This design comes from an exercise in tuning for small area on the open sky130 flow, not from production work. Only simulation tests tie the RTL to the original design; equivalence was not proved. No activity file was given, so power comes from the tool's default toggle rates.

Setup of the baseline:
Design gaussian_noise, start of the top module:
module gaussian_noise (Y, select, clk, Y_hat, noise_debug, reset, state);
Settings: LEC_CHECK=0, CAP_MARGIN=20, CORE_MARGIN=2, CORE_UTILIZATION=40, CTS_BUF_LIST=sky130_fd_sc_hd__clkbuf_8, CTS_CLUSTER_DIAMETER=50, CTS_CLUSTER_SIZE=14, SLEW_MARGIN=20; clock period 15.0 ns.
standard.sh (not shown) runs the stock make flow with config.mk's settings and CLKGATE_MAP_FILE= SYNTH_SCRIPT=/design/flow/synth_recipe.tcl, a recipe that flattens the netlist after the stock synthesis.
==> flow/flow/run.sh <==
#!/bin/bash
# Standard ORFS layout, with the port buffers inserted as the smallest buffer cell.
# Each tool's full log is kept by ORFS under orfs/logs/; make's own output goes to flow_make.log.
set -euo pipefail
bash standard.sh BUFFER_PORTS_ARGS="-buffer_cell sky130_fd_sc_hd__buf_1" finish > flow_make.log 2>&1
The baseline finished every step from synthesis to the final layout, and the layout passed the timing, design-rule and antenna checks.
Modified inputs, the candidate compared to the baseline
# the baseline
export LEC_CHECK = 0
export CAP_MARGIN = 20
export CORE_MARGIN = 2
export CORE_UTILIZATION = 40
export CTS_BUF_LIST = sky130_fd_sc_hd__clkbuf_8
export CTS_CLUSTER_DIAMETER = 50
export CTS_CLUSTER_SIZE = 14
export SLEW_MARGIN = 20
create_clock -name core_clock -period 15.0 [get_ports {clk}]
# the candidate
export LEC_CHECK = 0
export CAP_MARGIN = 20
export CORE_MARGIN = 2
export CORE_UTILIZATION = 50
export CTS_BUF_LIST = sky130_fd_sc_hd__clkbuf_8
export CTS_CLUSTER_DIAMETER = 60
export CTS_CLUSTER_SIZE = 16
export SLEW_MARGIN = 20
create_clock -name core_clock -period 15.0 [get_ports {clk}]
[summary]
Arrival time at the worst endpoint, the baseline and the candidate, higher one = the baseline.
The candidate vs. the baseline: final cell area excluding filler cells fell by 0.95%; internal power consumption -about 0.4%; detailed-router iteration count before antenna repair down 1; final estimated routing congestion in global placement now larger; routing usage on met1 went up 7.8 points.
Looking only at portion of total power attributed to the clock network, and setting everything else aside, the lower value of the baseline and the candidate goes to the candidate.


gaussian_noise, a different RTL version from the one above (not shown whole).
For scale: roughly 940 cells after synthesis, ~100 I/O pins, about 0.012 mm^2 of cells after synthesis.
Design gaussian_noise, start of the top module:
module gaussian_noise (Y, select, clk, Y_hat, noise_debug, reset, state);
input [31:0] Y;
input [2:0] select;
input reset;
input clk;
output [31:0] Y_hat, noise_debug;
output [2:0] state;
reg [31:0] ch;   
reg [31:0] n0;   
reg [31:0] n1;   
reg [31:0] n2;   
reg [31:0] n3;   
reg [31:0] n4;   
reg [31:0] n5;   
wire x0 = ch[4] ^ ch[5];
wire x1 = ch[28] ^ ch[8];
wire x2 = x0 ^ x1;
wire x3 = ch[20] ^ ch[21];
wire x4 = ch[24] ^ ch[6];
wire x5 = ch[9] ^ x2;
wire x6 = x3 ^ x5;
wire x7 = ch[13] ^ x6;
wire x8 = ch[19] ^ x4;
wire x9 = ch[1] ^ ch[2];
wire x10 = ch[11] ^ x8;
wire x11 = ch[12] ^ x7;
wire x12 = ch[23] ^ ch[3];
wire x13 = ch[26] ^ ch[2];
wire x14 = ch[0] ^ ch[3];
wire x15 = ch[14] ^ ch[16];
wire x16 = ch[17] ^ ch[27];
wire x17 = ch[21] ^ ch[31];
wire x18 = ch[22] ^ ch[25];
wire x19 = ch[29] ^ x13;
wire x20 = ch[2] ^ ch[4];
wire x21 = ch[5] ^ x9;
wire x22 = x0 ^ x9;
wire x23 = x10 ^ x11;
wire x24 = x12 ^ x15;
wire x25 = x16 ^ x19;
wire chfb = ch[0] ^ ch[1] ^ x17;
wire h00 = ch[3] ^ x21;
wire h01 = ch[1] ^ ch[4];
wire h02 = x22;
wire h03 = x17 ^ x20;
  ...
clock: 15.0 ns
lec_check: 0
cap_margin: 20
core_margin: 2
core_utilization: 40
cts_buf_list: sky130_fd_sc_hd__clkbuf_8
cts_cluster_diameter: 60
cts_cluster_size: 18
slew_margin: 20
Scripts as last shown in full above: flow/flow/run.sh
==> next run, changes <==
Settings changed: CTS_BUF_LIST sky130_fd_sc_hd__clkbuf_8 to sky130_fd_sc_hd__clkbuf_16, CTS_CLUSTER_DIAMETER 60 to 100, CTS_CLUSTER_SIZE 18 to 27.
Die area does not change; power drops by 7.2%; wire length drops by 0.98%.
==> next run, changes <==
Settings changed: CTS_BUF_LIST sky130_fd_sc_hd__clkbuf_16 to sky130_fd_sc_hd__clkbuf_4, CTS_CLUSTER_DIAMETER 100 to 40, CTS_CLUSTER_SIZE 27 to 10.
Result:
- die area is unchanged
- worst setup slack improved by 0.0092 ns
- critical path depth stays the same
- via count came out higher by 2.4%
- clock-buffer cell count is higher by 27
- area after synthesis does not change
- sequential cell count does not change
- sequential share of layout area falls by 0.21 points
- worst hold slack is better by 0.011 ns
- combinational power barely changes


## P
gaussian_noise again, from the RTL that the note above started with.
clock: 15.0 ns
lec_check: 0
cap_margin: 20
core_margin: 2
core_utilization: 40
cts_buf_list: sky130_fd_sc_hd__clkbuf_16
cts_cluster_diameter: 100
cts_cluster_size: 30
slew_margin: 20
Scripts as last shown in full above: flow/flow/run.sh
> inputs changed (P -> Q)
- CTS_CLUSTER_SIZE: 30 -> 24
==> comparison <==
Q: all-layer global routing usage is 0.15 points higher than what P reported. Re part of the total power dissipated in the clock network: Q is 1.2 points up on P. Diff Q..P | max-capacitance violation count | unchanged.
Here is what was changed in the inputs of R compared with Q.
- CTS_CLUSTER_DIAMETER now 60, was 100
- CTS_BUF_LIST now sky130_fd_sc_hd__clkbuf_8, was sky130_fd_sc_hd__clkbuf_16
- CTS_CLUSTER_SIZE now 16, was 24
## What came out
Routed wire length: R vs Q down 150 µm
In R, the starting DRC count in detailed routing came out 84 below the value in Q.
Against Q, R comes in 2.3 points higher on clock group share of total power.
Result: PASS for each of Q and R
On R: post-layout utilization of the core is 0.29 points higher than what Q gave.
diff inputs: R => S
- CTS_CLUSTER_SIZE: 16 -> 24
- CTS_BUF_LIST: sky130_fd_sc_hd__clkbuf_8 -> sky130_fd_sc_hd__clkbuf_16
- CORE_UTILIZATION: 40 -> 50
- CTS_CLUSTER_DIAMETER: 60 -> 100
Notes after the runs:
- Final design area excluding fillers on S is down relative to R.
- Between R and S, the combinational power figures differ only marginally.
- NOTE: number of standard cells in the final layout excluding fillers in S falls short of that of R
- R → S: vias per cell went up, core utilization went up, count of flip-flops with a built-in enable after synthesis did not really move, power went down.
- S gives less register-to-register setup slack than R did.

==> re-timing with driven ports <==
No port has a modelled driver above. Below, the same layouts with a new extraction and two added sets of constraints. Step 1 assumes that a clkbuf_16 drives the clock port and a buf_2 every other input. Step 2 moves the port delays by t, midway between the first and last clock arrival at a register: inputs arrive t later, outputs are due t later. That takes back most of the time a late clock gives input paths. Three values: ideal ports, drivers, drivers and shift; two values: the first two.
run | t, ns | setup WS [ns] | clock arrival spread, ns | worst data-port slew with drivers (ns)
the baseline | 0.651 | 0.696 / 0.676 / 0.676 | 0.024 / 0.023 | 0.04
the candidate | 0.631 | 0.778 / 0.754 / 0.754 | 0.036 / 0.037 | 0.04
the first run of note 2 | 0.569 | 4.734 / 4.707 / 4.707 | 0.048 / 0.048 | 0.04
the second run of note 2 | 0.526 | 4.740 / 4.713 / 4.713 | 0.022 / 0.023 | 0.04
the third run of note 2 | 0.679 | 4.749 / 4.722 / 4.722 | 0.065 / 0.065 | 0.04
P | 0.516 | 4.770 / 4.743 / 4.743 | 0.015 / 0.015 | 0.04
Q | 0.516 | 4.729 / 4.701 / 4.701 | 0.021 / 0.020 | 0.04
R | 0.562 | 4.745 / 4.718 / 4.718 | 0.034 / 0.035 | 0.04
S | 0.499 | 4.602 / 4.578 / 4.578 | 0.028 / 0.028 | 0.03
After both steps setup and hold are still met in every run listed. The setup slack of Q, which loses most, moves by -0.028 ns with the drivers and by -0.028 ns with both steps.
